This is an optimization exercise on Yosys and OpenROAD, whose aim is small area and a short achievable clock period, not a production implementation.
In this exercise RTL edits were held to simulation tests only and were not proved equivalent to the original.
No activity file was given, so power comes from the tool's default toggle rates.

`design/flow/config.mk`:
```
export PLATFORM = sky130hd
export DESIGN_NAME = Nbit_ALU_Register
export DESIGN_NICKNAME = Nbit_ALU_Register
export VERILOG_FILES = /design/flow/design.v
export SDC_FILE = /design/flow/constraint.sdc
export NUM_CORES = 4
export LEC_CHECK = 0
export CAP_MARGIN = 20
export CORE_MARGIN = 2
export CORE_UTILIZATION = 40
export GPL_TIMING_DRIVEN = 0
export SLEW_MARGIN = 20
export SYNTH_HIERARCHICAL = 1
export SYNTH_MINIMUM_KEEP_SIZE = 0
```
`design/flow/constraint.sdc`:
```
create_clock -name core_clock -period 15.5 [get_ports {clk}]
set_input_delay 3.1000 -clock core_clock [delete_from_list [all_inputs] [get_ports {clk}]]
set_output_delay 3.1000 -clock core_clock [all_outputs]
set_load 0.01 [all_outputs]
```
`design/flow/design.v`:
```
`timescale 1ns / 1ps
module g_inv    (input a, output y);                  assign y = ~a;                             endmodule
module g_buf    (input a, output y);                  assign y = a;                              endmodule
module g_nand2  (input a, b, output y);               assign y = ~(a & b);                       endmodule
module g_nor2   (input a, b, output y);               assign y = ~(a | b);                       endmodule
module g_and2   (input a, b, output y);               assign y = a & b;                          endmodule
module g_or2    (input a, b, output y);               assign y = a | b;                          endmodule
module g_nand2b (input an, b, output y);              assign y = ~(~an & b);                     endmodule
module g_a21oi  (input a1, a2, b1, output y);         assign y = ~((a1 & a2) | b1);              endmodule
module g_o21ai  (input a1, a2, b1, output y);         assign y = ~((a1 | a2) & b1);              endmodule
module g_a21o   (input a1, a2, b1, output y);         assign y = (a1 & a2) | b1;                 endmodule
module g_o21a   (input a1, a2, b1, output y);         assign y = (a1 | a2) & b1;                 endmodule
module g_o22ai  (input a1, a2, b1, b2, output y);     assign y = ~((a1 | a2) & (b1 | b2));       endmodule
module g_xor2   (input a, b, output y);               assign y = a ^ b;                          endmodule
module g_xnor2  (input a, b, output y);               assign y = ~(a ^ b);                       endmodule
module g_mux2i  (input a0, a1, s, output y);          assign y = ~(s ? a1 : a0);                 endmodule
module g_nand3  (input a, b, c, output y);            assign y = ~(a & b & c);                   endmodule
module g_a31oi  (input a1, a2, a3, b1, output y);     assign y = ~((a1 & a2 & a3) | b1);         endmodule
module g_a32oi  (input a1, a2, a3, b1, b2, output y); assign y = ~((a1 & a2 & a3) | (b1 & b2));   endmodule
`timescale 1ns / 1ps
module Nbit_ALU(r1, r2, r3, ALUop);
parameter n = 32;
input  [n-1:0] r2, r3;
input  [2:0]   ALUop;
output [n-1:0] r1;
wire x01;
g_xor2 u_x01 (.a(ALUop[0]), .b(ALUop[1]), .y(x01));
wire op1n;
g_inv u_op1n (.a(ALUop[1]), .y(op1n));
wire t0n_d;
g_mux2i u_t0n_d (.a0(ALUop[0]), .a1(ALUop[1]), .s(ALUop[2]), .y(t0n_d));
wire t0n_0;
g_buf u_t0n_0 (.a(t0n_d), .y(t0n_0));
wire t0n_1;
g_buf u_t0n_1 (.a(t0n_d), .y(t0n_1));
wire t1n_d;
g_mux2i u_t1n_d (.a0(x01), .a1(op1n), .s(ALUop[2]), .y(t1n_d));
wire t1n_0;
g_buf u_t1n_0 (.a(t1n_d), .y(t1n_0));
wire t1n_1;
g_buf u_t1n_1 (.a(t1n_d), .y(t1n_1));
wire esn_d;
g_o21a u_esn_d (.a1(ALUop[1]), .a2(ALUop[0]), .b1(ALUop[2]), .y(esn_d));
wire esn_0;
g_buf u_esn_0 (.a(esn_d), .y(esn_0));
wire esn_1;
g_buf u_esn_1 (.a(esn_d), .y(esn_1));
wire ecn_d;
g_nand2b u_ecn_d (.an(ALUop[1]), .b(ALUop[2]), .y(ecn_d));
wire ecn_0;
g_buf u_ecn_0 (.a(ecn_d), .y(ecn_0));
wire ecn_1;
g_buf u_ecn_1 (.a(ecn_d), .y(ecn_1));
wire enn_d;
g_nand2b u_enn_d (.an(ALUop[2]), .b(ALUop[1]), .y(enn_d));
wire enn_0;
g_buf u_enn_0 (.a(enn_d), .y(enn_0));
wire enn_1;
g_buf u_enn_1 (.a(enn_d), .y(enn_1));
wire en_d;
g_inv u_en_d (.a(enn_0), .y(en_d));
wire en_0;
g_buf u_en_0 (.a(en_d), .y(en_0));
wire en_1;
g_buf u_en_1 (.a(en_d), .y(en_1));
wire op01n;
g_nand2 u_op01n (.a(ALUop[0]), .b(ALUop[1]), .y(op01n));
wire sub;
g_nor2 u_sub (.a(ALUop[2]), .b(op01n), .y(sub));
wire op12n;
g_nand2 u_op12n (.a(ALUop[1]), .b(ALUop[2]), .y(op12n));
wire slt;
g_nor2 u_slt (.a(ALUop[0]), .b(op12n), .y(slt));
wire bb0;
g_mux2i u_bb0 (.a0(t0n_0), .a1(t1n_0), .s(r3[0]), .y(bb0));
wire gn0;
g_nand2 u_gn0 (.a(r2[0]), .b(bb0), .y(gn0));
wire tn0;
g_nor2 u_tn0 (.a(r2[0]), .b(bb0), .y(tn0));
wire pn0;
g_nand2b u_pn0 (.an(tn0), .b(gn0), .y(pn0));
wire y0;
g_o22ai u_y0 (.a1(gn0), .a2(ecn_0), .b1(pn0), .b2(esn_0), .y(y0));
wire bb1;
g_mux2i u_bb1 (.a0(t0n_0), .a1(t1n_0), .s(r3[1]), .y(bb1));
wire gn1;
g_nand2 u_gn1 (.a(r2[1]), .b(bb1), .y(gn1));
wire tn1;
g_nor2 u_tn1 (.a(r2[1]), .b(bb1), .y(tn1));
wire pn1;
g_nand2b u_pn1 (.an(tn1), .b(gn1), .y(pn1));
wire y1;
g_o22ai u_y1 (.a1(gn1), .a2(ecn_0), .b1(pn1), .b2(esn_0), .y(y1));
wire bb2;
g_mux2i u_bb2 (.a0(t0n_0), .a1(t1n_0), .s(r3[2]), .y(bb2));
wire gn2;
g_nand2 u_gn2 (.a(r2[2]), .b(bb2), .y(gn2));
wire tn2;
g_nor2 u_tn2 (.a(r2[2]), .b(bb2), .y(tn2));
wire pn2;
g_nand2b u_pn2 (.an(tn2), .b(gn2), .y(pn2));
wire y2;
g_o22ai u_y2 (.a1(gn2), .a2(ecn_0), .b1(pn2), .b2(esn_0), .y(y2));
wire bb3;
g_mux2i u_bb3 (.a0(t0n_0), .a1(t1n_0), .s(r3[3]), .y(bb3));
wire gn3;
g_nand2 u_gn3 (.a(r2[3]), .b(bb3), .y(gn3));
wire tn3;
g_nor2 u_tn3 (.a(r2[3]), .b(bb3), .y(tn3));
wire pn3;
g_nand2b u_pn3 (.an(tn3), .b(gn3), .y(pn3));
wire y3;
g_o22ai u_y3 (.a1(gn3), .a2(ecn_0), .b1(pn3), .b2(esn_0), .y(y3));
wire bb4;
g_mux2i u_bb4 (.a0(t0n_0), .a1(t1n_0), .s(r3[4]), .y(bb4));
wire gn4;
g_nand2 u_gn4 (.a(r2[4]), .b(bb4), .y(gn4));
wire tn4;
g_nor2 u_tn4 (.a(r2[4]), .b(bb4), .y(tn4));
wire pn4;
g_nand2b u_pn4 (.an(tn4), .b(gn4), .y(pn4));
wire y4;
g_o22ai u_y4 (.a1(gn4), .a2(ecn_0), .b1(pn4), .b2(esn_0), .y(y4));
wire bb5;
g_mux2i u_bb5 (.a0(t0n_0), .a1(t1n_0), .s(r3[5]), .y(bb5));
wire gn5;
g_nand2 u_gn5 (.a(r2[5]), .b(bb5), .y(gn5));
wire tn5;
g_nor2 u_tn5 (.a(r2[5]), .b(bb5), .y(tn5));
wire pn5;
g_nand2b u_pn5 (.an(tn5), .b(gn5), .y(pn5));
wire y5;
g_o22ai u_y5 (.a1(gn5), .a2(ecn_0), .b1(pn5), .b2(esn_0), .y(y5));
wire bb6;
g_mux2i u_bb6 (.a0(t0n_0), .a1(t1n_0), .s(r3[6]), .y(bb6));
wire gn6;
g_nand2 u_gn6 (.a(r2[6]), .b(bb6), .y(gn6));
wire tn6;
g_nor2 u_tn6 (.a(r2[6]), .b(bb6), .y(tn6));
wire pn6;
g_nand2b u_pn6 (.an(tn6), .b(gn6), .y(pn6));
wire y6;
g_o22ai u_y6 (.a1(gn6), .a2(ecn_0), .b1(pn6), .b2(esn_0), .y(y6));
wire bb7;
g_mux2i u_bb7 (.a0(t0n_0), .a1(t1n_0), .s(r3[7]), .y(bb7));
wire gn7;
g_nand2 u_gn7 (.a(r2[7]), .b(bb7), .y(gn7));
wire tn7;
g_nor2 u_tn7 (.a(r2[7]), .b(bb7), .y(tn7));
wire pn7;
g_nand2b u_pn7 (.an(tn7), .b(gn7), .y(pn7));
wire y7;
g_o22ai u_y7 (.a1(gn7), .a2(ecn_0), .b1(pn7), .b2(esn_0), .y(y7));
wire bb8;
g_mux2i u_bb8 (.a0(t0n_0), .a1(t1n_0), .s(r3[8]), .y(bb8));
wire gn8;
g_nand2 u_gn8 (.a(r2[8]), .b(bb8), .y(gn8));
wire tn8;
g_nor2 u_tn8 (.a(r2[8]), .b(bb8), .y(tn8));
wire pn8;
g_nand2b u_pn8 (.an(tn8), .b(gn8), .y(pn8));
wire y8;
g_o22ai u_y8 (.a1(gn8), .a2(ecn_0), .b1(pn8), .b2(esn_0), .y(y8));
wire bb9;
g_mux2i u_bb9 (.a0(t0n_0), .a1(t1n_0), .s(r3[9]), .y(bb9));
wire gn9;
g_nand2 u_gn9 (.a(r2[9]), .b(bb9), .y(gn9));
wire tn9;
g_nor2 u_tn9 (.a(r2[9]), .b(bb9), .y(tn9));
wire pn9;
g_nand2b u_pn9 (.an(tn9), .b(gn9), .y(pn9));
wire y9;
g_o22ai u_y9 (.a1(gn9), .a2(ecn_0), .b1(pn9), .b2(esn_0), .y(y9));
wire bb10;
g_mux2i u_bb10 (.a0(t0n_0), .a1(t1n_0), .s(r3[10]), .y(bb10));
wire gn10;
g_nand2 u_gn10 (.a(r2[10]), .b(bb10), .y(gn10));
wire tn10;
g_nor2 u_tn10 (.a(r2[10]), .b(bb10), .y(tn10));
wire pn10;
g_nand2b u_pn10 (.an(tn10), .b(gn10), .y(pn10));
wire y10;
g_o22ai u_y10 (.a1(gn10), .a2(ecn_0), .b1(pn10), .b2(esn_0), .y(y10));
wire bb11;
g_mux2i u_bb11 (.a0(t0n_0), .a1(t1n_0), .s(r3[11]), .y(bb11));
wire gn11;
g_nand2 u_gn11 (.a(r2[11]), .b(bb11), .y(gn11));
wire tn11;
g_nor2 u_tn11 (.a(r2[11]), .b(bb11), .y(tn11));
wire pn11;
g_nand2b u_pn11 (.an(tn11), .b(gn11), .y(pn11));
wire y11;
g_o22ai u_y11 (.a1(gn11), .a2(ecn_0), .b1(pn11), .b2(esn_0), .y(y11));
wire bb12;
g_mux2i u_bb12 (.a0(t0n_0), .a1(t1n_0), .s(r3[12]), .y(bb12));
wire gn12;
g_nand2 u_gn12 (.a(r2[12]), .b(bb12), .y(gn12));
wire tn12;
g_nor2 u_tn12 (.a(r2[12]), .b(bb12), .y(tn12));
wire pn12;
g_nand2b u_pn12 (.an(tn12), .b(gn12), .y(pn12));
wire y12;
g_o22ai u_y12 (.a1(gn12), .a2(ecn_0), .b1(pn12), .b2(esn_0), .y(y12));
wire bb13;
g_mux2i u_bb13 (.a0(t0n_0), .a1(t1n_0), .s(r3[13]), .y(bb13));
wire gn13;
g_nand2 u_gn13 (.a(r2[13]), .b(bb13), .y(gn13));
wire tn13;
g_nor2 u_tn13 (.a(r2[13]), .b(bb13), .y(tn13));
wire pn13;
g_nand2b u_pn13 (.an(tn13), .b(gn13), .y(pn13));
wire y13;
g_o22ai u_y13 (.a1(gn13), .a2(ecn_0), .b1(pn13), .b2(esn_0), .y(y13));
wire bb14;
g_mux2i u_bb14 (.a0(t0n_0), .a1(t1n_0), .s(r3[14]), .y(bb14));
wire gn14;
g_nand2 u_gn14 (.a(r2[14]), .b(bb14), .y(gn14));
wire tn14;
g_nor2 u_tn14 (.a(r2[14]), .b(bb14), .y(tn14));
wire pn14;
g_nand2b u_pn14 (.an(tn14), .b(gn14), .y(pn14));
wire y14;
g_o22ai u_y14 (.a1(gn14), .a2(ecn_0), .b1(pn14), .b2(esn_0), .y(y14));
wire bb15;
g_mux2i u_bb15 (.a0(t0n_0), .a1(t1n_0), .s(r3[15]), .y(bb15));
wire gn15;
g_nand2 u_gn15 (.a(r2[15]), .b(bb15), .y(gn15));
wire tn15;
g_nor2 u_tn15 (.a(r2[15]), .b(bb15), .y(tn15));
wire pn15;
g_nand2b u_pn15 (.an(tn15), .b(gn15), .y(pn15));
wire y15;
g_o22ai u_y15 (.a1(gn15), .a2(ecn_0), .b1(pn15), .b2(esn_0), .y(y15));
wire bb16;
g_mux2i u_bb16 (.a0(t0n_1), .a1(t1n_1), .s(r3[16]), .y(bb16));
wire gn16;
g_nand2 u_gn16 (.a(r2[16]), .b(bb16), .y(gn16));
wire tn16;
g_nor2 u_tn16 (.a(r2[16]), .b(bb16), .y(tn16));
wire pn16;
g_nand2b u_pn16 (.an(tn16), .b(gn16), .y(pn16));
wire y16;
g_o22ai u_y16 (.a1(gn16), .a2(ecn_1), .b1(pn16), .b2(esn_1), .y(y16));
wire bb17;
g_mux2i u_bb17 (.a0(t0n_1), .a1(t1n_1), .s(r3[17]), .y(bb17));
wire gn17;
g_nand2 u_gn17 (.a(r2[17]), .b(bb17), .y(gn17));
wire tn17;
g_nor2 u_tn17 (.a(r2[17]), .b(bb17), .y(tn17));
wire pn17;
g_nand2b u_pn17 (.an(tn17), .b(gn17), .y(pn17));
wire y17;
g_o22ai u_y17 (.a1(gn17), .a2(ecn_1), .b1(pn17), .b2(esn_1), .y(y17));
wire bb18;
g_mux2i u_bb18 (.a0(t0n_1), .a1(t1n_1), .s(r3[18]), .y(bb18));
wire gn18;
g_nand2 u_gn18 (.a(r2[18]), .b(bb18), .y(gn18));
wire tn18;
g_nor2 u_tn18 (.a(r2[18]), .b(bb18), .y(tn18));
wire pn18;
g_nand2b u_pn18 (.an(tn18), .b(gn18), .y(pn18));
wire y18;
g_o22ai u_y18 (.a1(gn18), .a2(ecn_1), .b1(pn18), .b2(esn_1), .y(y18));
wire bb19;
g_mux2i u_bb19 (.a0(t0n_1), .a1(t1n_1), .s(r3[19]), .y(bb19));
wire gn19;
g_nand2 u_gn19 (.a(r2[19]), .b(bb19), .y(gn19));
wire tn19;
g_nor2 u_tn19 (.a(r2[19]), .b(bb19), .y(tn19));
wire pn19;
g_nand2b u_pn19 (.an(tn19), .b(gn19), .y(pn19));
wire y19;
g_o22ai u_y19 (.a1(gn19), .a2(ecn_1), .b1(pn19), .b2(esn_1), .y(y19));
wire bb20;
g_mux2i u_bb20 (.a0(t0n_1), .a1(t1n_1), .s(r3[20]), .y(bb20));
wire gn20;
g_nand2 u_gn20 (.a(r2[20]), .b(bb20), .y(gn20));
wire tn20;
g_nor2 u_tn20 (.a(r2[20]), .b(bb20), .y(tn20));
wire pn20;
g_nand2b u_pn20 (.an(tn20), .b(gn20), .y(pn20));
wire y20;
g_o22ai u_y20 (.a1(gn20), .a2(ecn_1), .b1(pn20), .b2(esn_1), .y(y20));
wire bb21;
g_mux2i u_bb21 (.a0(t0n_1), .a1(t1n_1), .s(r3[21]), .y(bb21));
wire gn21;
g_nand2 u_gn21 (.a(r2[21]), .b(bb21), .y(gn21));
wire tn21;
g_nor2 u_tn21 (.a(r2[21]), .b(bb21), .y(tn21));
wire pn21;
g_nand2b u_pn21 (.an(tn21), .b(gn21), .y(pn21));
wire y21;
g_o22ai u_y21 (.a1(gn21), .a2(ecn_1), .b1(pn21), .b2(esn_1), .y(y21));
wire bb22;
g_mux2i u_bb22 (.a0(t0n_1), .a1(t1n_1), .s(r3[22]), .y(bb22));
wire gn22;
g_nand2 u_gn22 (.a(r2[22]), .b(bb22), .y(gn22));
wire tn22;
g_nor2 u_tn22 (.a(r2[22]), .b(bb22), .y(tn22));
wire pn22;
g_nand2b u_pn22 (.an(tn22), .b(gn22), .y(pn22));
wire y22;
g_o22ai u_y22 (.a1(gn22), .a2(ecn_1), .b1(pn22), .b2(esn_1), .y(y22));
wire bb23;
g_mux2i u_bb23 (.a0(t0n_1), .a1(t1n_1), .s(r3[23]), .y(bb23));
wire gn23;
g_nand2 u_gn23 (.a(r2[23]), .b(bb23), .y(gn23));
wire tn23;
g_nor2 u_tn23 (.a(r2[23]), .b(bb23), .y(tn23));
wire pn23;
g_nand2b u_pn23 (.an(tn23), .b(gn23), .y(pn23));
wire y23;
g_o22ai u_y23 (.a1(gn23), .a2(ecn_1), .b1(pn23), .b2(esn_1), .y(y23));
wire bb24;
g_mux2i u_bb24 (.a0(t0n_1), .a1(t1n_1), .s(r3[24]), .y(bb24));
wire gn24;
g_nand2 u_gn24 (.a(r2[24]), .b(bb24), .y(gn24));
wire tn24;
g_nor2 u_tn24 (.a(r2[24]), .b(bb24), .y(tn24));
wire pn24;
g_nand2b u_pn24 (.an(tn24), .b(gn24), .y(pn24));
wire y24;
g_o22ai u_y24 (.a1(gn24), .a2(ecn_1), .b1(pn24), .b2(esn_1), .y(y24));
wire bb25;
g_mux2i u_bb25 (.a0(t0n_1), .a1(t1n_1), .s(r3[25]), .y(bb25));
wire gn25;
g_nand2 u_gn25 (.a(r2[25]), .b(bb25), .y(gn25));
wire tn25;
g_nor2 u_tn25 (.a(r2[25]), .b(bb25), .y(tn25));
wire pn25;
g_nand2b u_pn25 (.an(tn25), .b(gn25), .y(pn25));
wire y25;
g_o22ai u_y25 (.a1(gn25), .a2(ecn_1), .b1(pn25), .b2(esn_1), .y(y25));
wire bb26;
g_mux2i u_bb26 (.a0(t0n_1), .a1(t1n_1), .s(r3[26]), .y(bb26));
wire gn26;
g_nand2 u_gn26 (.a(r2[26]), .b(bb26), .y(gn26));
wire tn26;
g_nor2 u_tn26 (.a(r2[26]), .b(bb26), .y(tn26));
wire pn26;
g_nand2b u_pn26 (.an(tn26), .b(gn26), .y(pn26));
wire y26;
g_o22ai u_y26 (.a1(gn26), .a2(ecn_1), .b1(pn26), .b2(esn_1), .y(y26));
wire bb27;
g_mux2i u_bb27 (.a0(t0n_1), .a1(t1n_1), .s(r3[27]), .y(bb27));
wire gn27;
g_nand2 u_gn27 (.a(r2[27]), .b(bb27), .y(gn27));
wire tn27;
g_nor2 u_tn27 (.a(r2[27]), .b(bb27), .y(tn27));
wire pn27;
g_nand2b u_pn27 (.an(tn27), .b(gn27), .y(pn27));
wire y27;
g_o22ai u_y27 (.a1(gn27), .a2(ecn_1), .b1(pn27), .b2(esn_1), .y(y27));
wire bb28;
g_mux2i u_bb28 (.a0(t0n_1), .a1(t1n_1), .s(r3[28]), .y(bb28));
wire gn28;
g_nand2 u_gn28 (.a(r2[28]), .b(bb28), .y(gn28));
wire tn28;
g_nor2 u_tn28 (.a(r2[28]), .b(bb28), .y(tn28));
wire pn28;
g_nand2b u_pn28 (.an(tn28), .b(gn28), .y(pn28));
wire y28;
g_o22ai u_y28 (.a1(gn28), .a2(ecn_1), .b1(pn28), .b2(esn_1), .y(y28));
wire bb29;
g_mux2i u_bb29 (.a0(t0n_1), .a1(t1n_1), .s(r3[29]), .y(bb29));
wire gn29;
g_nand2 u_gn29 (.a(r2[29]), .b(bb29), .y(gn29));
wire tn29;
g_nor2 u_tn29 (.a(r2[29]), .b(bb29), .y(tn29));
wire pn29;
g_nand2b u_pn29 (.an(tn29), .b(gn29), .y(pn29));
wire y29;
g_o22ai u_y29 (.a1(gn29), .a2(ecn_1), .b1(pn29), .b2(esn_1), .y(y29));
wire bb30;
g_mux2i u_bb30 (.a0(t0n_1), .a1(t1n_1), .s(r3[30]), .y(bb30));
wire gn30;
g_nand2 u_gn30 (.a(r2[30]), .b(bb30), .y(gn30));
wire tn30;
g_nor2 u_tn30 (.a(r2[30]), .b(bb30), .y(tn30));
wire pn30;
g_nand2b u_pn30 (.an(tn30), .b(gn30), .y(pn30));
wire y30;
g_o22ai u_y30 (.a1(gn30), .a2(ecn_1), .b1(pn30), .b2(esn_1), .y(y30));
wire bb31;
g_mux2i u_bb31 (.a0(t0n_1), .a1(t1n_1), .s(r3[31]), .y(bb31));
wire gn31;
g_nand2 u_gn31 (.a(r2[31]), .b(bb31), .y(gn31));
wire tn31;
g_nor2 u_tn31 (.a(r2[31]), .b(bb31), .y(tn31));
wire pn31;
g_nand2b u_pn31 (.an(tn31), .b(gn31), .y(pn31));
wire y31;
g_o22ai u_y31 (.a1(gn31), .a2(ecn_1), .b1(pn31), .b2(esn_1), .y(y31));
wire G0n;
g_o21a u_G0n (.a1(tn0), .a2(t0n_0), .b1(gn0), .y(G0n));
wire G1_1;
g_o21ai u_G1_1 (.a1(tn1), .a2(G0n), .b1(gn1), .y(G1_1));
wire G1_3;
g_o21ai u_G1_3 (.a1(tn3), .a2(gn2), .b1(gn3), .y(G1_3));
wire T1_3;
g_nor2 u_T1_3 (.a(tn3), .b(tn2), .y(T1_3));
wire G1_5;
g_o21ai u_G1_5 (.a1(tn5), .a2(gn4), .b1(gn5), .y(G1_5));
wire T1_5;
g_nor2 u_T1_5 (.a(tn5), .b(tn4), .y(T1_5));
wire G1_7;
g_o21ai u_G1_7 (.a1(tn7), .a2(gn6), .b1(gn7), .y(G1_7));
wire T1_7;
g_nor2 u_T1_7 (.a(tn7), .b(tn6), .y(T1_7));
wire G1_9;
g_o21ai u_G1_9 (.a1(tn9), .a2(gn8), .b1(gn9), .y(G1_9));
wire T1_9;
g_nor2 u_T1_9 (.a(tn9), .b(tn8), .y(T1_9));
wire G1_11;
g_o21ai u_G1_11 (.a1(tn11), .a2(gn10), .b1(gn11), .y(G1_11));
wire T1_11;
g_nor2 u_T1_11 (.a(tn11), .b(tn10), .y(T1_11));
wire G1_13;
g_o21ai u_G1_13 (.a1(tn13), .a2(gn12), .b1(gn13), .y(G1_13));
wire T1_13;
g_nor2 u_T1_13 (.a(tn13), .b(tn12), .y(T1_13));
wire G1_15;
g_o21ai u_G1_15 (.a1(tn15), .a2(gn14), .b1(gn15), .y(G1_15));
wire T1_15;
g_nor2 u_T1_15 (.a(tn15), .b(tn14), .y(T1_15));
wire G1_17;
g_o21ai u_G1_17 (.a1(tn17), .a2(gn16), .b1(gn17), .y(G1_17));
wire T1_17;
g_nor2 u_T1_17 (.a(tn17), .b(tn16), .y(T1_17));
wire G1_19;
g_o21ai u_G1_19 (.a1(tn19), .a2(gn18), .b1(gn19), .y(G1_19));
wire T1_19;
g_nor2 u_T1_19 (.a(tn19), .b(tn18), .y(T1_19));
wire G1_21;
g_o21ai u_G1_21 (.a1(tn21), .a2(gn20), .b1(gn21), .y(G1_21));
wire T1_21;
g_nor2 u_T1_21 (.a(tn21), .b(tn20), .y(T1_21));
wire G1_23;
g_o21ai u_G1_23 (.a1(tn23), .a2(gn22), .b1(gn23), .y(G1_23));
wire T1_23;
g_nor2 u_T1_23 (.a(tn23), .b(tn22), .y(T1_23));
wire G1_25;
g_o21ai u_G1_25 (.a1(tn25), .a2(gn24), .b1(gn25), .y(G1_25));
wire T1_25;
g_nor2 u_T1_25 (.a(tn25), .b(tn24), .y(T1_25));
wire G1_27;
g_o21ai u_G1_27 (.a1(tn27), .a2(gn26), .b1(gn27), .y(G1_27));
wire T1_27;
g_nor2 u_T1_27 (.a(tn27), .b(tn26), .y(T1_27));
wire G1_29;
g_o21ai u_G1_29 (.a1(tn29), .a2(gn28), .b1(gn29), .y(G1_29));
wire T1_29;
g_nor2 u_T1_29 (.a(tn29), .b(tn28), .y(T1_29));
wire G2_3;
g_a21oi u_G2_3 (.a1(T1_3), .a2(G1_1), .b1(G1_3), .y(G2_3));
wire G2_7;
g_a21oi u_G2_7 (.a1(T1_7), .a2(G1_5), .b1(G1_7), .y(G2_7));
wire T2_7;
g_nand2 u_T2_7 (.a(T1_7), .b(T1_5), .y(T2_7));
wire G2_11;
g_a21oi u_G2_11 (.a1(T1_11), .a2(G1_9), .b1(G1_11), .y(G2_11));
wire T2_11;
g_nand2 u_T2_11 (.a(T1_11), .b(T1_9), .y(T2_11));
wire G2_15;
g_a21oi u_G2_15 (.a1(T1_15), .a2(G1_13), .b1(G1_15), .y(G2_15));
wire T2_15;
g_nand2 u_T2_15 (.a(T1_15), .b(T1_13), .y(T2_15));
wire G2_19;
g_a21oi u_G2_19 (.a1(T1_19), .a2(G1_17), .b1(G1_19), .y(G2_19));
wire T2_19;
g_nand2 u_T2_19 (.a(T1_19), .b(T1_17), .y(T2_19));
wire G2_23;
g_a21oi u_G2_23 (.a1(T1_23), .a2(G1_21), .b1(G1_23), .y(G2_23));
wire T2_23;
g_nand2 u_T2_23 (.a(T1_23), .b(T1_21), .y(T2_23));
wire G2_27;
g_a21oi u_G2_27 (.a1(T1_27), .a2(G1_25), .b1(G1_27), .y(G2_27));
wire T2_27;
g_nand2 u_T2_27 (.a(T1_27), .b(T1_25), .y(T2_27));
wire n_G1_5;
g_inv u_n_G1_5 (.a(G1_5), .y(n_G1_5));
wire n_T1_5;
g_inv u_n_T1_5 (.a(T1_5), .y(n_T1_5));
wire G3_5;
g_o21ai u_G3_5 (.a1(n_T1_5), .a2(G2_3), .b1(n_G1_5), .y(G3_5));
wire G3_7;
g_o21ai u_G3_7 (.a1(T2_7), .a2(G2_3), .b1(G2_7), .y(G3_7));
wire n_G1_13;
g_inv u_n_G1_13 (.a(G1_13), .y(n_G1_13));
wire n_T1_13;
g_inv u_n_T1_13 (.a(T1_13), .y(n_T1_13));
wire G3_13;
g_o21ai u_G3_13 (.a1(n_T1_13), .a2(G2_11), .b1(n_G1_13), .y(G3_13));
wire T3_13;
g_nor2 u_T3_13 (.a(n_T1_13), .b(T2_11), .y(T3_13));
wire G3_15;
g_o21ai u_G3_15 (.a1(T2_15), .a2(G2_11), .b1(G2_15), .y(G3_15));
wire T3_15;
g_nor2 u_T3_15 (.a(T2_15), .b(T2_11), .y(T3_15));
wire n_G1_21;
g_inv u_n_G1_21 (.a(G1_21), .y(n_G1_21));
wire n_T1_21;
g_inv u_n_T1_21 (.a(T1_21), .y(n_T1_21));
wire G3_21;
g_o21ai u_G3_21 (.a1(n_T1_21), .a2(G2_19), .b1(n_G1_21), .y(G3_21));
wire T3_21;
g_nor2 u_T3_21 (.a(n_T1_21), .b(T2_19), .y(T3_21));
wire G3_23;
g_o21ai u_G3_23 (.a1(T2_23), .a2(G2_19), .b1(G2_23), .y(G3_23));
wire T3_23;
g_nor2 u_T3_23 (.a(T2_23), .b(T2_19), .y(T3_23));
wire n_G1_29;
g_inv u_n_G1_29 (.a(G1_29), .y(n_G1_29));
wire n_T1_29;
g_inv u_n_T1_29 (.a(T1_29), .y(n_T1_29));
wire G3_29;
g_o21ai u_G3_29 (.a1(n_T1_29), .a2(G2_27), .b1(n_G1_29), .y(G3_29));
wire T3_29;
g_nor2 u_T3_29 (.a(n_T1_29), .b(T2_27), .y(T3_29));
wire G4_9;
g_a21oi u_G4_9 (.a1(T1_9), .a2(G3_7), .b1(G1_9), .y(G4_9));
wire n_G2_11;
g_inv u_n_G2_11 (.a(G2_11), .y(n_G2_11));
wire n_T2_11;
g_inv u_n_T2_11 (.a(T2_11), .y(n_T2_11));
wire G4_11;
g_a21oi u_G4_11 (.a1(n_T2_11), .a2(G3_7), .b1(n_G2_11), .y(G4_11));
wire G4_13;
g_a21oi u_G4_13 (.a1(T3_13), .a2(G3_7), .b1(G3_13), .y(G4_13));
wire G4_15;
g_a21oi u_G4_15 (.a1(T3_15), .a2(G3_7), .b1(G3_15), .y(G4_15));
wire G4_25;
g_a21oi u_G4_25 (.a1(T1_25), .a2(G3_23), .b1(G1_25), .y(G4_25));
wire T4_25;
g_nand2 u_T4_25 (.a(T1_25), .b(T3_23), .y(T4_25));
wire n_G2_27;
g_inv u_n_G2_27 (.a(G2_27), .y(n_G2_27));
wire n_T2_27;
g_inv u_n_T2_27 (.a(T2_27), .y(n_T2_27));
wire G4_27;
g_a21oi u_G4_27 (.a1(n_T2_27), .a2(G3_23), .b1(n_G2_27), .y(G4_27));
wire T4_27;
g_nand2 u_T4_27 (.a(n_T2_27), .b(T3_23), .y(T4_27));
wire G4_29;
g_a21oi u_G4_29 (.a1(T3_29), .a2(G3_23), .b1(G3_29), .y(G4_29));
wire T4_29;
g_nand2 u_T4_29 (.a(T3_29), .b(T3_23), .y(T4_29));
wire n_G1_17;
g_inv u_n_G1_17 (.a(G1_17), .y(n_G1_17));
wire n_T1_17;
g_inv u_n_T1_17 (.a(T1_17), .y(n_T1_17));
wire G5_17;
g_o21ai u_G5_17 (.a1(n_T1_17), .a2(G4_15), .b1(n_G1_17), .y(G5_17));
wire G5_19;
g_o21ai u_G5_19 (.a1(T2_19), .a2(G4_15), .b1(G2_19), .y(G5_19));
wire n_G3_21;
g_inv u_n_G3_21 (.a(G3_21), .y(n_G3_21));
wire n_T3_21;
g_inv u_n_T3_21 (.a(T3_21), .y(n_T3_21));
wire G5_21;
g_o21ai u_G5_21 (.a1(n_T3_21), .a2(G4_15), .b1(n_G3_21), .y(G5_21));
wire n_G3_23;
g_inv u_n_G3_23 (.a(G3_23), .y(n_G3_23));
wire n_T3_23;
g_inv u_n_T3_23 (.a(T3_23), .y(n_T3_23));
wire G5_23;
g_o21ai u_G5_23 (.a1(n_T3_23), .a2(G4_15), .b1(n_G3_23), .y(G5_23));
wire G5_25;
g_o21ai u_G5_25 (.a1(T4_25), .a2(G4_15), .b1(G4_25), .y(G5_25));
wire G5_27;
g_o21ai u_G5_27 (.a1(T4_27), .a2(G4_15), .b1(G4_27), .y(G5_27));
wire G5_29;
g_o21ai u_G5_29 (.a1(T4_29), .a2(G4_15), .b1(G4_29), .y(G5_29));
wire n_gn2;
g_inv u_n_gn2 (.a(gn2), .y(n_gn2));
wire n_tn2;
g_inv u_n_tn2 (.a(tn2), .y(n_tn2));
wire kn3;
g_a32oi u_kn3 (.a1(n_tn2), .a2(G1_1), .a3(en_0), .b1(n_gn2), .b2(en_0), .y(kn3));
wire G6_4;
g_o21ai u_G6_4 (.a1(tn4), .a2(G2_3), .b1(gn4), .y(G6_4));
wire n_gn6;
g_inv u_n_gn6 (.a(gn6), .y(n_gn6));
wire n_tn6;
g_inv u_n_tn6 (.a(tn6), .y(n_tn6));
wire kn7;
g_a32oi u_kn7 (.a1(n_tn6), .a2(G3_5), .a3(en_0), .b1(n_gn6), .b2(en_0), .y(kn7));
wire n_gn8;
g_inv u_n_gn8 (.a(gn8), .y(n_gn8));
wire n_tn8;
g_inv u_n_tn8 (.a(tn8), .y(n_tn8));
wire kn9;
g_a32oi u_kn9 (.a1(n_tn8), .a2(G3_7), .a3(en_0), .b1(n_gn8), .b2(en_0), .y(kn9));
wire G6_10;
g_o21ai u_G6_10 (.a1(tn10), .a2(G4_9), .b1(gn10), .y(G6_10));
wire G6_12;
g_o21ai u_G6_12 (.a1(tn12), .a2(G4_11), .b1(gn12), .y(G6_12));
wire G6_14;
g_o21ai u_G6_14 (.a1(tn14), .a2(G4_13), .b1(gn14), .y(G6_14));
wire G6_16;
g_o21ai u_G6_16 (.a1(tn16), .a2(G4_15), .b1(gn16), .y(G6_16));
wire n_gn18;
g_inv u_n_gn18 (.a(gn18), .y(n_gn18));
wire n_tn18;
g_inv u_n_tn18 (.a(tn18), .y(n_tn18));
wire kn19;
g_a32oi u_kn19 (.a1(n_tn18), .a2(G5_17), .a3(en_1), .b1(n_gn18), .b2(en_1), .y(kn19));
wire n_gn20;
g_inv u_n_gn20 (.a(gn20), .y(n_gn20));
wire n_tn20;
g_inv u_n_tn20 (.a(tn20), .y(n_tn20));
wire kn21;
g_a32oi u_kn21 (.a1(n_tn20), .a2(G5_19), .a3(en_1), .b1(n_gn20), .b2(en_1), .y(kn21));
wire n_gn22;
g_inv u_n_gn22 (.a(gn22), .y(n_gn22));
wire n_tn22;
g_inv u_n_tn22 (.a(tn22), .y(n_tn22));
wire kn23;
g_a32oi u_kn23 (.a1(n_tn22), .a2(G5_21), .a3(en_1), .b1(n_gn22), .b2(en_1), .y(kn23));
wire n_gn24;
g_inv u_n_gn24 (.a(gn24), .y(n_gn24));
wire n_tn24;
g_inv u_n_tn24 (.a(tn24), .y(n_tn24));
wire kn25;
g_a32oi u_kn25 (.a1(n_tn24), .a2(G5_23), .a3(en_1), .b1(n_gn24), .b2(en_1), .y(kn25));
wire n_gn26;
g_inv u_n_gn26 (.a(gn26), .y(n_gn26));
wire n_tn26;
g_inv u_n_tn26 (.a(tn26), .y(n_tn26));
wire kn27;
g_a32oi u_kn27 (.a1(n_tn26), .a2(G5_25), .a3(en_1), .b1(n_gn26), .b2(en_1), .y(kn27));
wire n_gn28;
g_inv u_n_gn28 (.a(gn28), .y(n_gn28));
wire n_tn28;
g_inv u_n_tn28 (.a(tn28), .y(n_tn28));
wire kn29;
g_a32oi u_kn29 (.a1(n_tn28), .a2(G5_27), .a3(en_1), .b1(n_gn28), .b2(en_1), .y(kn29));
wire n_gn30;
g_inv u_n_gn30 (.a(gn30), .y(n_gn30));
wire n_tn30;
g_inv u_n_tn30 (.a(tn30), .y(n_tn30));
wire G6_30;
g_a21oi u_G6_30 (.a1(n_tn30), .a2(G5_29), .b1(n_gn30), .y(G6_30));
wire k1;
g_nor2 u_k1 (.a(G0n), .b(enn_0), .y(k1));
g_xor2 u_r1 (.a(y1), .b(k1), .y(r1[1]));
wire kn2;
g_nand2 u_kn2 (.a(G1_1), .b(en_0), .y(kn2));
g_xnor2 u_r2 (.a(y2), .b(kn2), .y(r1[2]));
g_xnor2 u_r3 (.a(y3), .b(kn3), .y(r1[3]));
wire k4;
g_nor2 u_k4 (.a(G2_3), .b(enn_0), .y(k4));
g_xor2 u_r4 (.a(y4), .b(k4), .y(r1[4]));
wire kn5;
g_nand2 u_kn5 (.a(G6_4), .b(en_0), .y(kn5));
g_xnor2 u_r5 (.a(y5), .b(kn5), .y(r1[5]));
wire kn6;
g_nand2 u_kn6 (.a(G3_5), .b(en_0), .y(kn6));
g_xnor2 u_r6 (.a(y6), .b(kn6), .y(r1[6]));
g_xnor2 u_r7 (.a(y7), .b(kn7), .y(r1[7]));
wire kn8;
g_nand2 u_kn8 (.a(G3_7), .b(en_0), .y(kn8));
g_xnor2 u_r8 (.a(y8), .b(kn8), .y(r1[8]));
g_xnor2 u_r9 (.a(y9), .b(kn9), .y(r1[9]));
wire k10;
g_nor2 u_k10 (.a(G4_9), .b(enn_0), .y(k10));
g_xor2 u_r10 (.a(y10), .b(k10), .y(r1[10]));
wire kn11;
g_nand2 u_kn11 (.a(G6_10), .b(en_0), .y(kn11));
g_xnor2 u_r11 (.a(y11), .b(kn11), .y(r1[11]));
wire k12;
g_nor2 u_k12 (.a(G4_11), .b(enn_0), .y(k12));
g_xor2 u_r12 (.a(y12), .b(k12), .y(r1[12]));
wire kn13;
g_nand2 u_kn13 (.a(G6_12), .b(en_0), .y(kn13));
g_xnor2 u_r13 (.a(y13), .b(kn13), .y(r1[13]));
wire k14;
g_nor2 u_k14 (.a(G4_13), .b(enn_0), .y(k14));
g_xor2 u_r14 (.a(y14), .b(k14), .y(r1[14]));
wire kn15;
g_nand2 u_kn15 (.a(G6_14), .b(en_0), .y(kn15));
g_xnor2 u_r15 (.a(y15), .b(kn15), .y(r1[15]));
wire k16;
g_nor2 u_k16 (.a(G4_15), .b(enn_1), .y(k16));
g_xor2 u_r16 (.a(y16), .b(k16), .y(r1[16]));
wire kn17;
g_nand2 u_kn17 (.a(G6_16), .b(en_1), .y(kn17));
g_xnor2 u_r17 (.a(y17), .b(kn17), .y(r1[17]));
wire kn18;
g_nand2 u_kn18 (.a(G5_17), .b(en_1), .y(kn18));
g_xnor2 u_r18 (.a(y18), .b(kn18), .y(r1[18]));
g_xnor2 u_r19 (.a(y19), .b(kn19), .y(r1[19]));
wire kn20;
g_nand2 u_kn20 (.a(G5_19), .b(en_1), .y(kn20));
g_xnor2 u_r20 (.a(y20), .b(kn20), .y(r1[20]));
g_xnor2 u_r21 (.a(y21), .b(kn21), .y(r1[21]));
wire kn22;
g_nand2 u_kn22 (.a(G5_21), .b(en_1), .y(kn22));
g_xnor2 u_r22 (.a(y22), .b(kn22), .y(r1[22]));
g_xnor2 u_r23 (.a(y23), .b(kn23), .y(r1[23]));
wire kn24;
g_nand2 u_kn24 (.a(G5_23), .b(en_1), .y(kn24));
g_xnor2 u_r24 (.a(y24), .b(kn24), .y(r1[24]));
g_xnor2 u_r25 (.a(y25), .b(kn25), .y(r1[25]));
wire kn26;
g_nand2 u_kn26 (.a(G5_25), .b(en_1), .y(kn26));
g_xnor2 u_r26 (.a(y26), .b(kn26), .y(r1[26]));
g_xnor2 u_r27 (.a(y27), .b(kn27), .y(r1[27]));
wire kn28;
g_nand2 u_kn28 (.a(G5_27), .b(en_1), .y(kn28));
g_xnor2 u_r28 (.a(y28), .b(kn28), .y(r1[28]));
g_xnor2 u_r29 (.a(y29), .b(kn29), .y(r1[29]));
wire kn30;
g_nand2 u_kn30 (.a(G5_29), .b(en_1), .y(kn30));
g_xnor2 u_r30 (.a(y30), .b(kn30), .y(r1[30]));
wire k31;
g_nor2 u_k31 (.a(G6_30), .b(enn_1), .y(k31));
g_xor2 u_r31 (.a(y31), .b(k31), .y(r1[31]));
wire x31n;
g_xnor2 u_x31n (.a(pn31), .b(G6_30), .y(x31n));
wire z0n;
g_xnor2 u_z0n (.a(y0), .b(sub), .y(z0n));
g_mux2i u_r0 (.a0(z0n), .a1(x31n), .s(slt), .y(r1[0]));
endmodule
`timescale 1ns / 1ps
module dff(q, d, clk);
input		d, clk;       
output reg	q;            
always @(posedge clk)
q<=d;
endmodule
`timescale 1ns / 1ps
module Nbit_Register(outo, ino, clk);
parameter n = 32;
input [n-1:0] ino;
output [n-1:0] outo;
input clk;
genvar i;
generate
for (i = 0; i < n; i = i + 1) begin: registerblk
dff Dflipflop(.q(outo[i]) , .d(ino[i]), .clk(clk) );
end
endgenerate
endmodule
`timescale 1ns / 1ps
module Nbit_ALU_Register (r2, r3, ALUop, r0, clk);
parameter n = 32;
input[n-1:0] r2, r3;
input[2:0] ALUop;
input clk;
output [n-1:0] r0;
wire[n-1:0] r1;
Nbit_ALU #(n) alu1 (.r1(r1), .r2(r2), .r3(r3), .ALUop(ALUop) );
Nbit_Register #(n) reg1 (.outo(r0), .ino(r1), .clk(clk) );
endmodule
```
`design/flow/flow/run.sh`:
```
#!/bin/bash
# Standard ORFS layout with two changes: the ports are buffered with buf_1 (instead of the
# delay buffer buffer_ports picks by default), and timing repair aims for a setup slack of
# 10.5 ns, so that it sizes the critical paths for a shorter period than the clock's.
set -euo pipefail
export BUFFER_PORTS_ARGS="-buffer_cell sky130_fd_sc_hd__buf_1"
export SETUP_SLACK_MARGIN=10.5
bash standard.sh > standard.log 2>&1
```
`design/flow/standard.sh`:
```
#!/bin/bash
# synth_recipe.tcl (not shown) runs the flow's synth.tcl, then flattens the netlist and writes it again
# the make line also repeats each setting of config.mk as NAME=value (left out here)
make -C /OpenROAD-flow-scripts/flow DESIGN_CONFIG=/design/flow/config.mk WORK_HOME=/design/flow/orfs CLKGATE_MAP_FILE= SYNTH_SCRIPT=/design/flow/synth_recipe.tcl "${@:-finish}"
```
==> notes.md, run 1 <==
Status
The flow ran to the end and the layout has no timing, DRC or antenna violations.

GRT
The first global-routing pass estimated 12100 µm of wire. The initial antenna violation count is 0. Entering global routing, the biggest net connects 21 pins. The total global routing overflow is 0. The overall routing resource usage is 0.198. The number of global-route vias before repair is 2733.

Timing
Timing would allow up to 193 MHz. Setup repair after global routing could not meet its margin everywhere. After layout, the minimum clock period comes to 5180 ps.

Once routing completed, OpenROAD measured the worst setup slack at 10320 ps. The final-report max-slew violation count is 0. The setup TNS is 0 ps.

The final count of hold timing violations is 0. The transition time of the tightest slew-check pin is 294 ps. The relative slew slack is 0.803. The share of the clock period used by the worst path is 0.334. Setup violations remaining at the end of the flow were counted as 0.

Die
100 I/O pins were placed. Row generation in the floorplan step produced 30 rows. The y dimension of the die is 87.4 µm.

The die extent in x is 87.4 µm. The initial utilization of the core area, before any placement, comes to 0.411. The die footprint is 7630 µm². The core footprint is 6760 µm².

Worst setup path
The critical path launch point is ALUop[0]. The kind of cell with the highest combined delay on the critical path is compound AO/OA/AOI/OAI gates. The worst setup path is captured at a flip-flop. For this run, the slowest stage of the critical path takes 300 ps. The critical-path cell with the highest stage delay is sky130_fd_sc_hd__a21oi_4. STA classifies the critical path startpoint as a primary input. The critical path goes through buf_8 -> xor2_2 -> mux2i_2 -> buf_6 -> mux2i_4 -> nor2_1 -> o21a_1 -> o21ai_2 -> a21oi_4 -> o21ai_4 -> a21oi_4 -> o21ai_2 -> a21oi_2 -> xnor2_1 -> mux2i_1. The critical path data required time is 15670 ps. Counting both buffers and inverters, the worst setup path holds a total of 2. The critical path is of the in2reg type. Of all nets on the critical path, the largest fanout is 8. The arrival time at the worst endpoint is 5350 ps.

CTS
The total number of clock tree sinks is 32. After clock tree synthesis, the clock-pin slew on the worst setup and hold paths is 60 ps. Clock tree synthesis inserted a total of 5 buffers. TritonCTS built the clock tree. The H-tree depth reported by CTS is 2. The buffer depth of the longest clock path is 2. Clock tree synthesis selected as its root buffer the cell sky130_fd_sc_hd__clkbuf_8.

Min path
In this run the worst hold path is classified as in2reg. The instance count along the most critical hold path is 4. The sink of the worst hold path is reg1.registerblk[0].Dflipflop.q.

In this run the most critical hold path is launched from ALUop[1].

Synth
Synthesis inferred 32 register bits. Of the total synthesized cell area, the portion taken by XOR and XNOR cells is 0.107. The share of synthesized area in the top cell type comes to 0.230. The number of distinct library cells after synthesis is 14. The cell with the most instances after synthesis is sky130_fd_sc_hd__nor2_1.

The share of the synthesized area in compound gates (AO/OA/AOI/OAI) was 0.214. The register area share after synthesis is 0.230. Of the total synthesized cell area, the portion taken by AND, OR, NAND and NOR gates is 0.236. Measured against the total synthesized area, the mux share comes to 0.126. In this run the cell area of the synthesized design comes to 2780 µm². The top flip-flop cell by instance count after synthesis is sky130_fd_sc_hd__dfxtp_1. By area, the combinational part of the netlist is dominated by simple AND/OR/NAND/NOR gates. The count of synthesis-stage warnings from yosys is 7. For this run, asynchronously set or reset flops after synthesis account for 0.

The count of flip-flops with a built-in enable after synthesis is 0. The cell type with the largest total area after synthesis is sky130_fd_sc_hd__dfxtp_1. Sorting the synthesized cells by how often they occur yields 60 x sky130_fd_sc_hd__nor2_1, 58 x sky130_fd_sc_hd__nand2_1, 40 x sky130_fd_sc_hd__inv_1. By area the synthesized netlist is led by sky130_fd_sc_hd__dfxtp_1 23%, sky130_fd_sc_hd__mux2i_1 13%, sky130_fd_sc_hd__xnor2_1 8.2%. The instance count of the mapped netlist is 397. Of the total synthesized cell area, the portion taken by full adders, half adders and majority gates is 0.

The synthesized net count is 465. The mean post-synth cell area is 7.00 µm².

Placement
The number of I/O port buffers is 99. Once placement finished, the instance area stood at 3280 µm². The placed wire-length estimate after detailed placement is 5210 µm. The setup slack at placement is 9700 ps. Routability-driven placement finished with a final weighted congestion of 0.796.

Finish
The count of nets after finishing is 598. The antenna diode instance count is 0. For this run, the share of the core covered by cells in the final layout is 0.576. The register with the most flip-flops in the layout has 32 of them. The register with the most flip-flops is reg1.registerblk.Dflipflop.q. The final design area excluding fillers is 3890 µm². The largest registers in the layout are reg1.registerblk.Dflipflop.q (32).

Fill cells in the final layout number 641. The post-synthesis to final-layout area growth is 40.0%. In the final layout, the share of cells above drive strength 1 is 0.203.

Drt
After detailed routing, the average wire length per cell comes to 12.9 µm. The DRC violation count after routing is 0. The violation count after the first detailed-routing iteration is 119.

Dividing the detail-routed via count by the number of cells gives 5.06. The final routed wirelength across all metal layers is 7870 µm. The routed via count is 3089. The count of antenna-violating nets left after detailed routing is 0. For this run, the detailed router's first-pass iteration total came to 4.

Power
For this design the ratio of total power to cell area is 90.3 nW/µm². The static leakage is 0.00168 µW. IR analysis of the VDD net gives a maximum drop of 0.0413 mV.

Flow run
The tool flagged a number of max-cap violations equal to 0.
[per-layer routing]
layer | global-route usage | vias up | wire [µm]
li1 | - | 1593 | -
met1 | 0.246 | 1407 | 3480
met2 | 0.356 | 81 | 3960
met3 | 0.0275 | 8 | 344
met4 | 0.0476 | 0 | 92
met5 | 0 | - | 0
[cells in the final DEF (no fill, tap or decap), types with 13 or more instances in the layout]
master	instances
sky130_fd_sc_hd__mux2i_1	24
sky130_fd_sc_hd__nand2b_1	34
sky130_fd_sc_hd__buf_1	96
sky130_fd_sc_hd__o21ai_1	23
sky130_fd_sc_hd__nor2_2	14
sky130_fd_sc_hd__nor2_1	45
sky130_fd_sc_hd__a21oi_2	13
sky130_fd_sc_hd__xnor2_1	26
sky130_fd_sc_hd__dfxtp_1	32
sky130_fd_sc_hd__inv_1	40
sky130_fd_sc_hd__nand2_1	54
sky130_fd_sc_hd__o22ai_1	32
sky130_fd_sc_hd__buf_4	29
[report_power, final]
group          internal, µW  leakage (µW)  switching, µW
Sequential              101      0.000270           5.00
Clock                  36.2     0.0000455           32.5
Combinational          77.5       0.00137           99.1
Total                   215       0.00168            137
[modules after synthesis (local to each module, per instance), excerpt]
module	cell area, µm²	copies in the design	cells
g_a32oi	8.76	9	1
g_nor2	3.75	60	1
g_a21oi	8.76	15	1
g_o21ai	5.00	34	1
g_buf	7.51	12	1
g_nand2b	6.26	34	1
g_inv	3.75	40	1
g_o21a	7.51	2	1
g_xor2	8.76	8	1
g_nand2	3.75	58	1
[worst max path at each step]
stage,endpoint,slack (ps),cells past startpoint
floorplan,reg1.registerblk[31].Dflipflop.q,10330,14
global placement,reg1.registerblk[0].Dflipflop.q,9720,15
detailed placement,reg1.registerblk[0].Dflipflop.q,9700,15
CTS,reg1.registerblk[0].Dflipflop.q,10370,15
global route,reg1.registerblk[0].Dflipflop.q,10180,15
finish,reg1.registerblk[0].Dflipflop.q,10320,15
[metrics by stage]
| stage | std cells | hold WS, ps | total power, µW |
|---|---|---|---|
| floorplan | 397 | 3280 | 211 |
| global placement | 576 | 3490 | 248 |
| detailed placement | 576 | 3480 | 249 |
| CTS | 604 | 3190 | 334 |
| global route | 611 | 3200 | 374 |
| finish | 611 | 3200 | 351 |
[logic make-up (layout without fill, tap and decap cells)]
group,Yosys count,count (layout)
xor+xnor,34,34
buf+inv,52,186
flops,32,32
mux,35,35
compound gates,92,92
simple gates,152,152
[what timing repair did]
item | in CTS | in global routing
setup endpoints to repair | 24 | 24
pin swaps | 22 | 25
gates resized for setup | 21 | 47
hold buffers | 0 | 0
buffers inserted | 19 | 7
gates cloned | 1 | 0
[area by class of cell]
cell class,count,area [µm²],share of cell area
multi-input cells,313,2140,0.549
repair buffers,126,669,0.172
flip-flops and latches,32,641,0.165
inverters,40,150,0.0386
plain buffers,12,105,0.0270
well taps,80,100,0.0257
clock buffers,8,90.1,0.0232
==> run 2: changes to the inputs <==
--- a/design/flow/design.v
+++ b/design/flow/design.v
@@ -23,10 +23,8 @@
 input  [n-1:0] r2, r3;
 input  [2:0]   ALUop;
 output [n-1:0] r1;
-wire x01;
-g_xor2 u_x01 (.a(ALUop[0]), .b(ALUop[1]), .y(x01));
-wire op1n;
-g_inv u_op1n (.a(ALUop[1]), .y(op1n));
+wire o02n;
+g_nor2 u_o02n (.a(ALUop[0]), .b(ALUop[2]), .y(o02n));
 wire t0n_d;
 g_mux2i u_t0n_d (.a0(ALUop[0]), .a1(ALUop[1]), .s(ALUop[2]), .y(t0n_d));
 wire t0n_0;
@@ -34,7 +32,7 @@
 wire t0n_1;
 g_buf u_t0n_1 (.a(t0n_d), .y(t0n_1));
 wire t1n_d;
-g_mux2i u_t1n_d (.a0(x01), .a1(op1n), .s(ALUop[2]), .y(t1n_d));
+g_xor2 u_t1n_d (.a(ALUop[1]), .b(o02n), .y(t1n_d));
 wire t1n_0;
 g_buf u_t1n_0 (.a(t1n_d), .y(t1n_0));
 wire t1n_1;
@@ -391,8 +389,10 @@
 g_nand2b u_pn31 (.an(tn31), .b(gn31), .y(pn31));
 wire y31;
 g_o22ai u_y31 (.a1(gn31), .a2(ecn_1), .b1(pn31), .b2(esn_1), .y(y31));
+wire t0p;
+g_inv u_t0p (.a(t0n_d), .y(t0p));
 wire G0n;
-g_o21a u_G0n (.a1(tn0), .a2(t0n_0), .b1(gn0), .y(G0n));
+g_mux2i u_G0n (.a0(t0p), .a1(r2[0]), .s(r3[0]), .y(G0n));
 wire G1_1;
 g_o21ai u_G1_1 (.a1(tn1), .a2(G0n), .b1(gn1), .y(G1_1));
 wire G1_3;
==> design/flow/flow/run.sh (replaced) <==
#!/bin/bash
# Standard ORFS layout with two changes: the ports are buffered with buf_1 (instead of the
# delay buffer buffer_ports picks by default), and timing repair aims for a setup slack of
# 10.1 ns, so that it sizes the critical paths for a shorter period than the clock's.
set -euo pipefail
export BUFFER_PORTS_ARGS="-buffer_cell sky130_fd_sc_hd__buf_1"
export SETUP_SLACK_MARGIN=10.1
bash standard.sh > standard.log 2>&1
--- a/design/flow/config.mk
+++ b/design/flow/config.mk
@@ -7,7 +7,7 @@
 export LEC_CHECK = 0
 export CAP_MARGIN = 20
 export CORE_MARGIN = 2
-export CORE_UTILIZATION = 40
+export CORE_UTILIZATION = 60
 export GPL_TIMING_DRIVEN = 0
 export SLEW_MARGIN = 20
 export SYNTH_HIERARCHICAL = 1
==> notes.md, run 2 <==
Status
The run finished with no timing, DRC or antenna violations.

Placement
The global placer's final weighted congestion is 0.827 (+3.9%). The post-placement cell area was 3210 µm² (-2.0%). The placed wire-length estimate after detailed placement was 4830 µm (-7.4%).

The number of I/O port buffers is 99 (unchanged).

Finish
The flip-flop count of the largest register after layout is 32 (unchanged). The fraction of final layout cells sized beyond drive strength 1 was 0.0996 (-0.104). The antenna diode instance count is 0 (unchanged). The most common cell after layout, fill and taps aside is sky130_fd_sc_hd__buf_1. Leaving out fill and tap cells, the most frequent cells in the layout are 96 x sky130_fd_sc_hd__buf_1, 59 x sky130_fd_sc_hd__nor2_1, 58 x sky130_fd_sc_hd__nand2_1. The final design area excluding fillers is 3420 µm² (-12%).

Relative to the synthesized area, the layout overhead comes to 23.1%. The register with the most flip-flops is reg1.registerblk.Dflipflop.q. In the final layout, the registers with the most flip-flops are reg1.registerblk.Dflipflop.q (32). The count of nets after finishing came to 579 (-3.2%).

Drt
The count of antenna-violating nets left after detailed routing came to 0 (unchanged). The DRC violation count after routing is 0 (unchanged). The number of vias per cell after detailed routing is 5.32 (+5.3%). The routed via count was 3003 (-2.8%). The final routed wirelength across all metal layers came to 6900 µm (-12%). The mean routed wirelength per cell is 12.2 µm (-5.1%). The detailed-router iteration count before antenna repair came to 5 (+1). The violation count after the first detailed-routing iteration came to 182 (+53%).

Synth
By count the netlist is led by 61 x sky130_fd_sc_hd__nor2_1, 58 x sky130_fd_sc_hd__nand2_1, 40 x sky130_fd_sc_hd__inv_1. The instance count of the mapped netlist is 397 (unchanged). The area share of xor/xnor cells in the synthesized design is 0.107 (+0.000145).

In the post-synthesis netlist, the biggest area contributors are sky130_fd_sc_hd__dfxtp_1 23%, sky130_fd_sc_hd__mux2i_1 13%, sky130_fd_sc_hd__nor2_1 8.2%. The adder-cell area share of the yosys netlist came to 0 (unchanged). In the post-synthesis netlist, the cell with the most instances is sky130_fd_sc_hd__nor2_1.

The number of flip-flops and latches in the synthesized netlist is 32 (unchanged). The number of distinct library cells after synthesis is 14 (unchanged). The share of the synthesized area in compound gates (AO/OA/AOI/OAI) came to 0.212 (-0.00241).

The post-synthesis simple-gate area fraction is 0.237 (+0.00167). The count of flip-flops with a built-in enable after synthesis is 0 (unchanged). The mean post-synth cell area was 6.99 µm² (-0.13%). The register area share after synthesis was 0.231 (+0.000312). The combined area of all synthesized cells came to 2780 µm² (-0.13%). In the synthesized netlist the dominant register cell turns out to be sky130_fd_sc_hd__dfxtp_1.

The count of synthesis-stage warnings from yosys is 7 (unchanged). The top cell type's share of synthesized area is 0.231 (+0.000312). The portion of netlist area occupied by mux cells is 0.126 (+0.000170). The synthesized net count is 465 (unchanged).

The cell type with the largest total area after synthesis is sky130_fd_sc_hd__dfxtp_1. The fraction of synthesis flops using an asynchronous set or reset pin is 0 (unchanged). After synthesis, the largest family of logic cells by area is simple AND/OR/NAND/NOR gates.

CTS
The buffer depth of the longest clock path was 2 (unchanged). The number of buffers added to fix hold violations after cts is 0 (unchanged). The H-tree depth reported by CTS is 2 (unchanged).

The TritonCTS clock tree is yes. The buffer type at the clock tree root is sky130_fd_sc_hd__clkbuf_8. The total CTS buffers was 5 (unchanged). The total number of clock tree sinks came to 32 (unchanged). The clock-pin slew reported for the worst setup and hold paths after clock tree synthesis is 80 ps (+20 ps).

GRT
The initial antenna violation count came to 0 (unchanged). The overall routing resource usage is 0.272 (+0.0746). The total global routing overflow is 0 (unchanged).

The global-route wire length before repair is 11600 µm (-4.6%). The largest net degree at the start of global routing is 21 (unchanged). The number of global-route vias before repair came to 2735 (+0.073%).

Timing
Setup repair after global routing left no endpoint under its margin. The final-report max-slew violation count is 0 (unchanged). The setup TNS is 0 ps (unchanged).

The achievable frequency was 191 MHz (-0.80%). The transition time of the tightest slew-check pin was 451 ps (+156 ps). The final count of negative-setup-slack endpoints is 0 (unchanged). The final count of hold timing violations is 0 (unchanged). The share of the clock period used by the worst path is 0.337 (+0.00269). The final critical-path required period is 5220 ps (+41.7 ps). The relative slew slack is 0.697 (-0.106).

Min path
The startpoint of the tightest hold check path is ALUop[0]. The worst hold path belongs to the class in2reg. The instance count along the most critical hold path is 3 (-1).

The sink of the worst hold path is reg1.registerblk[0].Dflipflop.q.

Flow run
The number of max-cap violations was 0 (unchanged).

Die
The y dimension of the die is 72.0 µm (-18%). The core footprint is 4410 µm² (-35%). The initial standard-cell utilization of the core came to 0.629 (+0.217). The number of rows created at floorplan is 24 (-20%).

The count of pins on the block boundary is 100 (unchanged). The die footprint is 5190 µm² (-32%). The die extent in x was 72.0 µm (-18%).

Power
The power per cell area is 93.7 nW/µm² (+3.9%). The worst voltage drop across the vdd grid came to 0.0675 mV (+64%). The static leakage is 0.00153 µW (-8.9%).

Worst setup path
The largest driver fanout on the critical path came to 12 (+4). The critical path in this run is classified as in2reg. STA classifies the critical path endpoint as a flip-flop. The arrival time at the worst endpoint came to 5400 ps (+50 ps). The startpoint type of the worst setup path is a primary input. The critical path data required time is 15680 ps (about the same).
==> run 2: cell count changes after synthesis <==
cell	change
sky130_fd_sc_hd__nor2_1	+1
sky130_fd_sc_hd__o21a_1	-1
==> run 2: per-stage QoR <==
step	setup slack, ps	std cells	total power [µW]	util	hold slack (ps)
final	10280	564	320	0.774	3190
after global routing	10110	564	343	0.774	3220
after CTS	10110	556	314	0.754	3210
after detailed placement	9440	548	244	0.728	3480
after global placement	9560	548	241	0.728	3490
after floorplan	10260	397	207	-	3280
==> run 2: metal layers <==
layer | track usage | vias to the layer above | share of wire
met5 | 0 | - | 0
met4 | 0.0922 | 0 | 0.020
met3 | 0.0458 | 15 | 0.061
met2 | 0.452 | 110 | 0.45
met1 | 0.359 | 1314 | 0.46
li1 | - | 1564 | -
==> run 2: worst max-delay path: stages <==
cell                      delay (ps)
sky130_fd_sc_hd__buf_2           160
sky130_fd_sc_hd__nor2_1          140
sky130_fd_sc_hd__xor2_1          220
sky130_fd_sc_hd__buf_6           190
sky130_fd_sc_hd__buf_4           130
sky130_fd_sc_hd__mux2i_1          80
sky130_fd_sc_hd__nor2_1          210
sky130_fd_sc_hd__nor2_1          100
sky130_fd_sc_hd__a21oi_2         210
sky130_fd_sc_hd__o21ai_2         130
sky130_fd_sc_hd__a21oi_4         210
sky130_fd_sc_hd__o21ai_1         140
sky130_fd_sc_hd__a21oi_2         180
sky130_fd_sc_hd__nor2_1           70
sky130_fd_sc_hd__xor2_1          160
==> run 2: repair_timing <==
| action | 4_1_cts | 5_1_grt |
|---|---|---|
| gates resized for setup | 5 | 8 |
| pin swaps | 1 | 3 |
| buffers inserted | 0 | 7 |
| setup endpoints to repair | 17 | 12 |
| gates cloned | 0 | 1 |
==> run 2: modules after synthesis (local to each module, per instance), excerpt <==
| module | copies in the design | area, µm² | cells |
|---|---|---|---|
| g_nor2 | 61 | 3.75 | 1 |
| g_nand2 | 58 | 3.75 | 1 |
| g_a32oi | 9 | 8.76 | 1 |
| g_inv | 40 | 3.75 | 1 |
| g_o21a | 1 | 7.51 | 1 |
| g_buf | 12 | 7.51 | 1 |
| g_mux2i | 35 | 10.0 | 1 |
| g_xnor2 | 26 | 8.76 | 1 |
| g_a21oi | 15 | 8.76 | 1 |
==> run 2: cells by family after synthesis <==
| family | count (synthesis) |
|---|---|
| AO/OA/AOI/OAI | 91 |
| flip-flops | 32 |
| buffers and inverters | 52 |
| AND/OR/NAND/NOR | 153 |
| multiplexers | 35 |
| XOR/XNOR | 34 |
==> run 2: how the worst max path moves through the flow <==
stage	from	slack [ps]	cells past startpoint	endpoint
after floorplan	ALUop[2]	10260	13	reg1.registerblk[31].Dflipflop.q
after global routing	ALUop[2]	10110	14	reg1.registerblk[31].Dflipflop.q
after CTS	ALUop[0]	10110	14	reg1.registerblk[31].Dflipflop.q
final	ALUop[2]	10280	15	reg1.registerblk[31].Dflipflop.q
after global placement	ALUop[2]	9560	14	reg1.registerblk[0].Dflipflop.q
after detailed placement	ALUop[2]	9440	13	reg1.registerblk[31].Dflipflop.q
==> run 2: final cells by class <==
cell class                 count  area [µm²]
buffer                        12        97.6
clock inverter                 3        23.8
timing repair buffer         106         428
fill                         354         996
clock buffer                   5        68.8
tap                           52        65.1
inverter                      40         150
multi-input combinational    314        1940
sequential                    32         641
==> run 2: power breakdown <==
part / switching [µW] / leakage [µW] / internal, µW
Combinational: 87.3 / 0.00122 / 59.9
Clock: 35.9 / 0.0000404 / 31.8
Sequential: 4.77 / 0.000270 / 101
==> run 3: changes to the inputs <==
--- a/design/flow/config.mk
+++ b/design/flow/config.mk
@@ -8,6 +8,7 @@
 export CAP_MARGIN = 20
 export CORE_MARGIN = 2
 export CORE_UTILIZATION = 60
+export CTS_BUF_LIST = sky130_fd_sc_hd__clkbuf_4
 export GPL_TIMING_DRIVEN = 0
 export SLEW_MARGIN = 20
 export SYNTH_HIERARCHICAL = 1
==> notes.md, run 3 <==
Die
The die extent in x is 72.0 µm (unchanged). The die footprint is 5190 µm² (unchanged). The initial standard-cell utilization of the core is 0.629 (unchanged).

The number of rows created at floorplan came to 24 (unchanged). The core footprint was 4410 µm² (unchanged). The count of pins on the block boundary is 100 (unchanged).

Power
The power per cell area was 90.1 nW/µm² (-3.9%). The static leakage is 0.00150 µW (-2.5%).

GRT
The overall routing resource usage was 0.275 (+0.00270). The global-route wire length before repair is 11700 µm (+0.96%). The number of global-route vias before repair is 2723 (-0.44%).

Drt
The count of antenna-violating nets left after detailed routing is 0 (unchanged). The number of vias per cell after detailed routing is 5.33 (+0.16%). The DRC violation count after routing was 0 (unchanged). The violation count after the first detailed-routing iteration is 201 (+10%).

Status
The run finished with no timing, DRC or antenna violations.

Timing
The final count of hold timing violations is 0 (unchanged). Setup repair after global routing left no endpoint under its margin. The post-route worst setup slack came to 10300 ps (+27.7 ps). The setup TNS is 0 ps (unchanged). The achievable frequency is 192 MHz (+0.53%).

The relative slew slack came to 0.689 (-0.00877).

Synth
After synthesis, the cell types taking the most area are sky130_fd_sc_hd__dfxtp_1 23%, sky130_fd_sc_hd__mux2i_1 13%, sky130_fd_sc_hd__nor2_1 8.2%. Among all cell types in the netlist, the one instantiated most often is sky130_fd_sc_hd__nor2_1. The top flip-flop cell by instance count after synthesis is sky130_fd_sc_hd__dfxtp_1. The post-synthesis simple-gate area fraction is 0.237 (unchanged).

The register area share after synthesis came to 0.231 (unchanged). The fraction of synthesis flops using an asynchronous set or reset pin is 0 (unchanged). The count of synthesis-stage warnings from yosys came to 7 (unchanged).

The portion of netlist area occupied by mux cells is 0.126 (unchanged). The main combinational cell family by area after synthesis is simple AND/OR/NAND/NOR gates.

CTS
The total CTS buffers is 5 (unchanged). The TritonCTS clock tree is yes. The H-tree depth reported by CTS came to 2 (unchanged).

Worst setup path
The delay of the slowest critical-path stage is 330 ps (+110 ps). The nature of the critical path endpoint is a flip-flop. The kind of critical path is in2reg. STA classifies the critical path startpoint as a primary input. The largest driver fanout on the critical path is 16 (+4).

The count of buffer and inverter cells on the critical path is 2 (-1). The critical-path cell with the highest stage delay is sky130_fd_sc_hd__mux2i_2.

Placement
The placed wire-length estimate after detailed placement is 4830 µm (unchanged). The number of instances in the placed design is 548 (unchanged). The setup slack at placement is 9440 ps (unchanged).

Finish
The antenna diode instance count is 0 (unchanged). The most common cell after layout, fill and taps aside is sky130_fd_sc_hd__buf_1. The count of nets after finishing is 574 (-0.86%). The number of fill cells in the layout is 375 (+5.9%). The fraction of final layout cells sized beyond drive strength 1 was 0.0848 (-0.0148).
## run 3: cell count changes in the layout (fill, tap and decap cells not counted), sizes merged
cell	before	now
buf	116	110
clkbuf	7	8
## run 3: area by class of cell
cell class / count / area, µm² / share of cell area
Multi-Input combinational cell: 314 / 1930 / 0.578
Sequential cell: 32 / 641 / 0.192
Inverter: 40 / 150 / 0.0451
Clock buffer: 5 / 37.5 / 0.0113
Clock inverter: 3 / 23.8 / 0.00713
Timing Repair Buffer: 101 / 390 / 0.117
Buffer: 12 / 97.6 / 0.0293
Tap cell: 52 / 65.1 / 0.0195
## run 3: per-stage QoR
| stage | utilization | hold WS, ps | area, µm² |
|---|---|---|---|
| after CTS | 0.749 | 3150 | 3310 |
| after global placement | 0.728 | 3490 | 3210 |
| after detailed placement | 0.728 | 3480 | 3210 |
| after floorplan | - | 3280 | 2780 |
| after global routing | 0.755 | 3130 | 3330 |
| final | 0.755 | 3120 | 3330 |
## run 3: where the power goes
| part | switching, µW | total, µW | internal, µW |
|---|---|---|---|
| Clock | 34.2 | 52.1 | 17.8 |
| Sequential | 4.70 | 105 | 101 |
| Combinational | 85.6 | 143 | 57.0 |
## run 3: Yosys stat by module, one instance, submodules excluded, a selection
module | flops+latches | area [µm²]
g_buf | 0 | 7.51
g_o21a | 0 | 7.51
g_o22ai | 0 | 6.26
g_nand2b | 0 | 6.26
g_mux2i | 0 | 10.0
g_inv | 0 | 3.75
g_xnor2 | 0 | 8.76
g_a32oi | 0 | 8.76
g_a21oi | 0 | 8.76
g_nor2 | 0 | 3.75
g_o21ai | 0 | 5.00
dff | 1 | 20.0
## run 3: timing repair
item | CTS | global route
hold endpoints to repair | 0 | 0
setup endpoints to repair | 16 | 15
resized for setup | 4 | 5
cloned | 1 | 0
setup buffers | 0 | 2
pin swaps | 1 | 3
## run 3: cell families after synthesis
kind of cell	after synthesis
compound gates	91
mux	35
xor+xnor	34
simple gates	153
buf+inv	52
flops	32
## run 3: final timing paths
path	depth (start not counted)	endpoint	start	slack, ps
max	13	reg1.registerblk[31].Dflipflop.q	ALUop[2]	10300
min	3	reg1.registerblk[0].Dflipflop.q	ALUop[0]	3120
## run 3: layer usage
metal	vias to the layer above	track usage	wire length [µm]
met3	9	0.0444	418
met1	1307	0.367	3120
li1	1557	-	-
met4	0	0.0692	88
met5	-	0	0
met2	108	0.464	3150

Re-timed with assumed drivers on the ports (clkbuf_16 on the clock, buf_2 on other inputs), run 3 has 10.294 ns of setup slack against 10.305 ns with ideal ports, and 9.929 ns once port delays also move by the mid clock arrival of 0.365 ns.
